This is an optimization exercise on Yosys and OpenROAD, whose aim is small area, not a production implementation. The RTL was checked by simulation tests, not by an equivalence proof against the original design. Power and IR drop assume default switching activity.

// sd_data_form
module sd_data_form
#(
parameter  [31:0] AVAIL_DATA_BITS      =  32'd4       
)
(
input  wire        SD_CLK,
input  wire        RST,
input  wire        SD_I_TRG,
output wire        SD_I_DONE,
input  wire        SD_I_PKT_RDY,
input  wire [ 63:0]SD_I_DAT,
output wire        SD_I_ACK,
input  wire        SD_I_FIRST,
input  wire        SD_I_LAST,
output wire [(AVAIL_DATA_BITS-'d1):0]SD_O_DAT,
output wire        SD_OE
);
reg         x, y, z;
reg  [  3:0]cnt;
wire        c15  = &cnt;
wire        s_data = x & y & ~z;
wire        s_crc  = x & z;
always @(posedge SD_CLK or posedge RST)
if (RST) begin
  x <= 1'b0; y <= 1'b0; z <= 1'b0;
end else begin
  x <= x ? ~(z & c15) : (z & SD_I_PKT_RDY);
  y <= x & (y | c15);
  z <= x ? (y & (z ? (~c15 | SD_I_TRG) : (c15 & SD_I_LAST)))
         : (z ? ~SD_I_PKT_RDY : SD_I_TRG);
end
always @(posedge SD_CLK)
  cnt <= x ? cnt + 4'd1 : 4'd12;
wire [  3:0]nib = SD_I_DAT[{cnt[3:1], ~cnt[0], 2'b00} +: 4];
genvar i;
generate for (i = 0; i < 4; i = i + 1) begin : lane
  sd_crc16 dat_crc(.CLK(SD_CLK), .IN(nib[i]), .DAT(s_data), .RUN(x & y),
                   .END(s_crc & c15), .OUT(SD_O_DAT[i]));
end endgenerate
assign SD_OE     = y | (x & c15);
  ...
==> flow/config.mk <==
export PLATFORM = sky130hd
export DESIGN_NAME = sd_data_form
export DESIGN_NICKNAME = sd_data_form
export VERILOG_FILES = /design/flow/design.v
export SDC_FILE = /design/flow/constraint.sdc
export NUM_CORES = 4
export LEC_CHECK = 0
export CAP_MARGIN = 20
export CORE_MARGIN = 2
export CORE_UTILIZATION = 40
export GPL_TIMING_DRIVEN = 0
export SLEW_MARGIN = 20
==> flow/constraint.sdc <==
create_clock -name core_clock -period 5.0 [get_ports {SD_CLK}]
set_input_delay 1.0000 -clock core_clock [delete_from_list [all_inputs] [get_ports {SD_CLK}]]
set_output_delay 1.0000 -clock core_clock [all_outputs]
set_load 0.01 [all_outputs]
standard.sh (not shown) runs the stock make flow with config.mk's settings and CLKGATE_MAP_FILE= SYNTH_SCRIPT=/design/flow/synth_recipe.tcl, a recipe that flattens the netlist after the stock synthesis.
==> flow/flow/run.sh <==
#!/bin/bash
# The standard layout (standard.sh), with these changes:
#  - synthesis maps the logic with several area-oriented ABC scripts and keeps
#    the smallest result (flow/abc_multi.tcl) instead of ORFS's one script;
#    everything else in the standard flow's synthesis script is kept, so the registers are
#    the standard synthesis's;
#  - the port buffers are the smallest buffer, sky130_fd_sc_hd__buf_1;
#  - CTS uses sky130_fd_sc_hd__clkbuf_4 and no dummy loads.
# Each tool's output is in the ORFS logs (orfs/logs/); make's in standard.log.
set -euo pipefail
W=$(pwd)
mkdir -p abc_scripts
i=0
for s in 0 1 2 3 4 5 6 7; do
  for d in "dch" "dch -f"; do
    printf '&get -n\n&deepsyn -J 50 -S %s -T 20\n&put\n%s\namap -F 4 -A 10\n' "$s" "$d" \
      > abc_scripts/s$i.abc
    i=$((i + 1))
  done
done
printf 'strash\ndch\namap -F 4 -A 10\n' > abc_scripts/s$i.abc; i=$((i + 1))
printf 'strash\ndch -f\namap -F 4 -A 10\n' > abc_scripts/s$i.abc
{
  printf 'set ::abc_scripts [lsort -dictionary [glob %s/abc_scripts/*.abc]]\n' "$W"
  cat flow/abc_multi.tcl
  cat synth_recipe.tcl
} > flow_synth.tcl
bash standard.sh finish SYNTH_SCRIPT="$W/flow_synth.tcl" \
  BUFFER_PORTS_ARGS="-buffer_cell sky130_fd_sc_hd__buf_1" \
  CTS_ARGS="-sink_clustering_enable -repair_clock_nets -dont_use_dummy_load -buf_list sky130_fd_sc_hd__clkbuf_4" \
  > standard.log 2>&1
==> flow/flow/abc_multi.tcl <==
# Area-oriented replacement of the abc command ORFS's synthesis calls: maps the
# logic with each script in abc_scripts and keeps the smallest result.
proc abc {args} {
  set libs {}
  for {set i 0} {$i < [llength $args]} {incr i} {
    if {[lindex $args $i] eq "-liberty"} { lappend libs -liberty [lindex $args [expr {$i + 1}]] }
  }
  set si [lsearch -exact $args -script]
  yosys design -save abc_multi_in
  set best_area ""
  set best_script ""
  foreach script $::abc_scripts {
    yosys design -load abc_multi_in
    set a $args
    lset a [expr {$si + 1}] $script
    yosys abc {*}$a
    set rpt [yosys tee -q -s result.string stat {*}$libs]
    set area ""
    regexp {Chip area for (?:top )?module[^:]*:\s*([0-9.eE+]+)} $rpt -> area
    puts "abc_multi: $script area $area"
    if {$area ne "" && ($best_area eq "" || $area < $best_area)} {
      set best_area $area
      set best_script $script
      yosys design -save abc_multi_best
    }
  }
  puts "abc_multi: kept $best_script area $best_area"
  yosys design -load abc_multi_best
}
The baseline ran to the end with no violations.
==> next run, changes <==
--- a/flow/flow/run.sh
+++ b/flow/flow/run.sh
@@ -28 +28 @@
-bash standard.sh finish SYNTH_SCRIPT="$W/flow_synth.tcl" \
+bash standard.sh finish SYNTH_SCRIPT="$W/flow_synth.tcl" SYNTH_INSBUF=0 \
Settings changed: CORE_UTILIZATION 40 to 70.
Outcome: The new run ran to the end with no violations; first-iteration DRC count is higher by 140%; non-clock buffer count decreases by 4; via count grows by 9.4%; design area falls by about 3%; fmax shrinks by about 0.9%.
==> next run, changes <==
Settings changed: CORE_UTILIZATION 70 to 40, GPL_TIMING_DRIVEN 0 to not set.
Effect:
- The new run produced a clean layout
- total power fell by 1.9%
- non-clock buffer count rose by 4
- utilization fell by 34 points
- die area rose by 69%
- combinational power fell by about 2%
- wire length fell by 16%
==> next run, changes <==
--- a/flow/flow/run.sh
+++ b/flow/flow/run.sh
@@ -28 +28 @@
-bash standard.sh finish SYNTH_SCRIPT="$W/flow_synth.tcl" SYNTH_INSBUF=0 \
+bash standard.sh finish SYNTH_SCRIPT="$W/flow_synth.tcl" \
After rerunning:
- routed wire length grows by a few percent
- count of clock-buffer cells in the layout does not change
- via count goes down slightly
- core utilization falls by 0.32 points
- die area goes up slightly
- worst setup slack gets worse by 0.025 ns
- fmax decreases slightly
==> next run, changes <==
Settings changed: CAP_MARGIN 20 to 0, SLEW_MARGIN 20 to 0.
Setup slack does not change.
Sequential share of layout area does not change.
Clock skew stays the same.
Design area does not change.
Sequential power hardly moves.
Via count stays the same.
Total power does not change.
Synthesized cell count is unchanged.
Non-clock buffer count is unchanged.
Hold slack does not change.
Flip-flop and latch count stays the same.
==> next run, changes <==
--- a/flow/flow/run.sh
+++ b/flow/flow/run.sh
@@ -30 +30 @@
-  CTS_ARGS="-sink_clustering_enable -repair_clock_nets -dont_use_dummy_load -buf_list sky130_fd_sc_hd__clkbuf_4" \
+  CTS_ARGS="-sink_clustering_enable -sink_clustering_size 80 -sink_clustering_max_diameter 500 -sink_clustering_levels 1 -dont_use_dummy_load -buf_list sky130_fd_sc_hd__clkbuf_16" \
Settings changed: CAP_MARGIN 0 to 20, SLEW_MARGIN 0 to 20.
The new run finished with timing, DRC and antenna clean. Worst setup slack improved by 0.074 ns. Sequential share of layout area falls by 3.1 points. Power came out higher by about 17%. Die area stays the same.

* * *

sd_data_form, a different RTL version from the one above (not shown whole).
For scale: roughly 250 cells after synthesis, about 73 flip-flops, ~77 I/O pins.
clock: 5.0 ns
lec_check: 0
cap_margin: 20
core_margin: 2
core_utilization: 40
cts_buf_list: sky130_fd_sc_hd__clkbuf_16 sky130_fd_sc_hd__clkbuf_8
cts_cluster_diameter: 500
cts_cluster_size: 100
slew_margin: 20
==> flow/flow/run.sh <==
#!/bin/bash
# Standard layout, but with the smallest buffer on the ports.
set -euo pipefail
bash standard.sh finish BUFFER_PORTS_ARGS="-buffer_cell sky130_fd_sc_hd__buf_1" > standard.log 2>&1
Rerun with:
==> flow/flow/run.sh (replaced) <==
#!/bin/bash
# The standard layout (standard.sh), with two changes:
#  - synthesis maps the logic with an area-oriented ABC script (flow/area.abc)
#    instead of ORFS's; everything else in the standard flow's synthesis script is kept,
#    so the registers are the standard synthesis's;
#  - the port buffers are the smallest buffer, sky130_fd_sc_hd__buf_1.
set -euo pipefail
W=$(pwd)
{
  printf 'proc abc {args} {\n'
  printf '  set i [lsearch -exact $args -script]\n'
  printf '  if {$i >= 0} { lset args [expr {$i + 1}] %s }\n' "$W/flow/area.abc"
  printf '  yosys abc {*}$args\n'
  printf '}\n'
  cat synth_recipe.tcl
} > flow_synth.tcl
bash standard.sh finish SYNTH_SCRIPT="$W/flow_synth.tcl" \
  BUFFER_PORTS_ARGS="-buffer_cell sky130_fd_sc_hd__buf_1" > standard.log 2>&1
==> flow/flow/area.abc (new file) <==
&get -n
&deepsyn -T 30
&put
dch -f
amap
- CTS_BUF_LIST: sky130_fd_sc_hd__clkbuf_16 sky130_fd_sc_hd__clkbuf_8 -> not set
- CTS_CLUSTER_DIAMETER: 500 -> not set
- CTS_CLUSTER_SIZE: 100 -> not set
=> The changed run produced a clean layout; utilization grows by 4.1 points; final cell count shrinks by 8.8%; sequential share of layout area grows by 8.8 points; cell area shrinks by 17%; die area shrinks by 22%; via count shrinks by 16%.
Rerun with:
--- a/flow/flow/run.sh
+++ b/flow/flow/run.sh
@@ -16,3 +16,3 @@
 } > flow_synth.tcl
 bash standard.sh finish SYNTH_SCRIPT="$W/flow_synth.tcl" \
-  BUFFER_PORTS_ARGS="-buffer_cell sky130_fd_sc_hd__buf_1" > standard.log 2>&1
+  BUFFER_PORTS_ARGS="-buffer_cell sky130_fd_sc_hd__buf_1" CTS_ARGS="-sink_clustering_enable -repair_clock_nets -dont_use_dummy_load -sink_clustering_size 40 -sink_clustering_max_diameter 200 -buf_list {sky130_fd_sc_hd__clkbuf_8 sky130_fd_sc_hd__clkbuf_16}" > standard.log 2>&1
The new run completed with no timing, DRC or antenna violations.
Critical path depth does not change.
Maximum frequency rose by 0.41%.
Wire length fell by 1.3%.
Core utilization fell by 1.9 points.
Global-route usage fell by 0.19 points.
Hold slack is worse by 0.012 ns.
Clock skew rose by 0.0063 ns.
Power fell by 8.2%.
Register-to-register slack is better by 0.02 ns.
Rerun with:
--- a/flow/flow/run.sh
+++ b/flow/flow/run.sh
@@ -16,3 +16,3 @@
 } > flow_synth.tcl
 bash standard.sh finish SYNTH_SCRIPT="$W/flow_synth.tcl" \
-  BUFFER_PORTS_ARGS="-buffer_cell sky130_fd_sc_hd__buf_1" CTS_ARGS="-sink_clustering_enable -repair_clock_nets -dont_use_dummy_load -sink_clustering_size 40 -sink_clustering_max_diameter 200 -buf_list {sky130_fd_sc_hd__clkbuf_8 sky130_fd_sc_hd__clkbuf_16}" > standard.log 2>&1
+  BUFFER_PORTS_ARGS="-buffer_cell sky130_fd_sc_hd__buf_1" CTS_ARGS="-repair_clock_nets -dont_use_dummy_load -buf_list {sky130_fd_sc_hd__clkbuf_16}" > standard.log 2>&1
Via count grows by 0.49%.
Non-clock buffer count is unchanged.
Sequential power grows by about 0.4%.
Die area stays the same.
Synthesized cell count is unchanged.
First-iteration DRC count grows by 3.9%.
Area after synthesis does not change.
Routed wire length grows by 2.0%.
Clock skew hardly moves.
Rerun with:
==> flow/flow/run.sh (replaced) <==
#!/bin/bash
# Standard layout, but with the smallest buffer on the ports.
set -euo pipefail
bash standard.sh finish BUFFER_PORTS_ARGS="-buffer_cell sky130_fd_sc_hd__buf_1" > standard.log 2>&1
removed: flow/flow/area.abc
Sequential share of layout area falls by 8.8 points.
Cell count rises by 12%.
Via count rises by 19%.

* * *

== oak ==
The RTL this note starts from:
==> flow/design.v <==
`default_nettype none
module sd_crc16(
  input  wire       CLK,
  input  wire       IN,
  input  wire       DAT,
  input  wire       RUN,
  input  wire       END,
  output wire       OUT
);
reg  [15:0] crc;
assign OUT = DAT ? IN : crc[15];
wire fb = OUT ^ crc[15];
always @(posedge CLK)
  crc <= {crc[14] | END, crc[13], crc[12], (crc[11] ^ fb) & RUN, crc[10:6],
          crc[5] & RUN, crc[4] ^ fb, crc[3:0], fb};
endmodule
`default_nettype none
`timescale 1ns / 1ns
module sd_data_form
#(
parameter  [31:0] AVAIL_DATA_BITS      =  32'd4       
)
(
input  wire        SD_CLK,
input  wire        RST,
input  wire        SD_I_TRG,
output wire        SD_I_DONE,
input  wire        SD_I_PKT_RDY,
input  wire [ 63:0]SD_I_DAT,
output wire        SD_I_ACK,
input  wire        SD_I_FIRST,
input  wire        SD_I_LAST,
output wire [(AVAIL_DATA_BITS-'d1):0]SD_O_DAT,
output wire        SD_OE
);
reg         x, y, z;
reg  [  3:0]cnt;
wire        c15  = &cnt;
wire        s_data = x & y & ~z;
wire        s_crc  = x & z;
always @(posedge SD_CLK or posedge RST)
if (RST) begin
  x <= 1'b0; y <= 1'b0; z <= 1'b0;
end else begin
  x <= x ? ~(z & c15) : (z & SD_I_PKT_RDY);
  y <= x & (y | c15);
  z <= x ? (y & (z ? (~c15 | SD_I_TRG) : (c15 & SD_I_LAST)))
         : (z ? ~SD_I_PKT_RDY : SD_I_TRG);
end
always @(posedge SD_CLK)
  cnt <= x ? cnt + 4'd1 : 4'd12;
wire [  3:0]nib = SD_I_DAT[{cnt[3:1], ~cnt[0], 2'b00} +: 4];
genvar i;
generate for (i = 0; i < 4; i = i + 1) begin : lane
  sd_crc16 dat_crc(.CLK(SD_CLK), .IN(nib[i]), .DAT(s_data), .RUN(x & y),
                   .END(s_crc & c15), .OUT(SD_O_DAT[i]));
end endgenerate
assign SD_OE     = y | (x & c15);
assign SD_I_DONE = ~x & y;
assign SD_I_ACK  = s_data & c15;
endmodule
export LEC_CHECK = 0
export CAP_MARGIN = 20
export CORE_MARGIN = 2
export CORE_UTILIZATION = 40
export SLEW_MARGIN = 20
create_clock -name core_clock -period 5.0 [get_ports {SD_CLK}]
==> flow/flow/run.sh <==
#!/bin/bash
# The standard layout (standard.sh), with two changes:
#  - synthesis maps the logic with an area-oriented ABC script (flow/area.abc)
#    instead of ORFS's; everything else in the standard flow's synthesis script is kept,
#    so the registers are the standard synthesis's;
#  - the port buffers are the smallest buffer, sky130_fd_sc_hd__buf_1.
set -euo pipefail
W=$(pwd)
{
  printf 'proc abc {args} {\n'
  printf '  set i [lsearch -exact $args -script]\n'
  printf '  if {$i >= 0} { lset args [expr {$i + 1}] %s }\n' "$W/flow/area.abc"
  printf '  yosys abc {*}$args\n'
  printf '}\n'
  cat synth_recipe.tcl
} > flow_synth.tcl
bash standard.sh finish SYNTH_SCRIPT="$W/flow_synth.tcl" \
  BUFFER_PORTS_ARGS="-buffer_cell sky130_fd_sc_hd__buf_1" CTS_ARGS="-sink_clustering_enable -repair_clock_nets -dont_use_dummy_load -buf_list sky130_fd_sc_hd__clkbuf_4" > standard.log 2>&1
==> flow/flow/area.abc <==
&get -n
&deepsyn -T 10
&put
dch -f
amap -F 4 -A 10
diff inputs: oak => pine
==> flow/flow/area.abc <==
&get -n
&deepsyn -T 30
&put
dch -f
amap
--- outcome ---
Having completed the whole flow, pine delivered a layout that passed the timing, DRC and antenna checks.
Relative to oak, combinational power has gone down in pine.
Share of power burned in registers was lower in the run labelled oak.
Taking oak as the reference, in pine total power fell 1.1%; final worst-path cycle share rose 2.1 points.
| clock network fraction of design power | lower: pine |
Sort oak and pine by clock period minus worst slack desc -> top: pine
Proportion of power drawn by combinational gates delta (oak -> pine): insignificant
Comparing fraction of the mapped netlist area in compound gates for oak and pine, the smaller number came from pine.
What birch does differently from pine at the input level:
--- a/flow/flow/run.sh
+++ b/flow/flow/run.sh
@@ -18 +18 @@
-  BUFFER_PORTS_ARGS="-buffer_cell sky130_fd_sc_hd__buf_1" CTS_ARGS="-sink_clustering_enable -repair_clock_nets -dont_use_dummy_load -buf_list sky130_fd_sc_hd__clkbuf_4" > standard.log 2>&1
+  BUFFER_PORTS_ARGS="-buffer_cell sky130_fd_sc_hd__buf_1" CTS_ARGS="-sink_clustering_enable -repair_clock_nets -dont_use_dummy_load -sink_buffer_max_cap_derate 1.0 -buf_list sky130_fd_sc_hd__clkbuf_4" > standard.log 2>&1
### Flow results
- On clock group power, birch and pine are basically level.
- Between birch and pine, the cell area figures differ only marginally.
- Between pine and birch, the fraction of area in registers figures differ only marginally.
- Diff pine..birch | total wire length | negligible
- Comparing birch against pine, there is no change at all in total global routing track utilization.
- Overall die area essentially unchanged between pine and birch.
- Worst clock skew on the final layout: pine vs birch identical
- As far as non-clock inverter instance count of the final layout goes, pine and birch are indistinguishable; the numbers are identical.

-- re-timing with driven ports --
The flow's constraints put no driver on any port. The routed layouts listed below were extracted and timed again, unchanged, in two steps. Step 1 assumes that a clkbuf_16 drives the clock port and a buf_2 every other input. Step 2 moves the port delays by t, midway between the first and last clock arrival at a register: inputs arrive t later, outputs are due t later. That takes back most of the time a late clock gives input paths. Slacks: ideal ports / drivers / drivers and shift; pairs: ideal ports / drivers.
| run | t (ns) | setup WS [ns] | hold slack, ns | worst setup path at the end | slew at the worst register clock pin (ns) |
|---|---|---|---|---|---|
| the first run of note 1 | 0.391 | 0.751 / 0.729 / 1.120 | 0.316 / 0.316 / 0.316 | register to output | 0.10 / 0.10 |
| the second run of note 1 | 0.382 | 0.712 / 0.690 / 1.071 | 0.333 / 0.333 / 0.333 | register to output | 0.10 / 0.10 |
| the third run of note 1 | 0.388 | 1.272 / 1.250 / 1.638 | 0.303 / 0.303 / 0.303 | register to output | 0.11 / 0.11 |
| the fourth run of note 1 | 0.389 | 1.247 / 1.225 / 1.613 | 0.314 / 0.314 / 0.314 | register to output | 0.10 / 0.10 |
| the fifth run of note 1 | 0.389 | 1.247 / 1.225 / 1.613 | 0.314 / 0.314 / 0.314 | register to output | 0.10 / 0.10 |
| the sixth run of note 1 | 0.337 | 1.321 / 1.292 / 1.629 | 0.316 / 0.316 / 0.316 | register to output | 0.05 / 0.05 |
| the first run of note 2 | 0.368 | 1.209 / 1.179 / 1.542 | 0.319 / 0.319 / 0.319 | input to output | 0.08 / 0.08 |
| the second run of note 2 | 0.353 | 1.308 / 1.282 / 1.635 | 0.322 / 0.322 / 0.322 | register to output | 0.07 / 0.07 |
| the third run of note 2 | 0.345 | 1.323 / 1.297 / 1.642 | 0.310 / 0.310 / 0.310 | register to output | 0.07 / 0.07 |
| the fourth run of note 2 | 0.342 | 1.336 / 1.305 / 1.647 | 0.309 / 0.309 / 0.309 | register to output | 0.05 / 0.05 |
| the fifth run of note 2 | 0.368 | 1.209 / 1.179 / 1.542 | 0.319 / 0.319 / 0.319 | input to output | 0.08 / 0.08 |
| oak | 0.393 | 1.219 / 1.196 / 1.589 | 0.324 / 0.324 / 0.324 | register to output | 0.09 / 0.09 |
| pine | 0.384 | 1.115 / 1.093 / 1.477 | 0.313 / 0.313 / 0.313 | register to output | 0.11 / 0.11 |
| birch | 0.384 | 1.115 / 1.093 / 1.477 | 0.313 / 0.313 / 0.313 | register to output | 0.11 / 0.11 |
After both steps setup and hold are still met in every run listed.
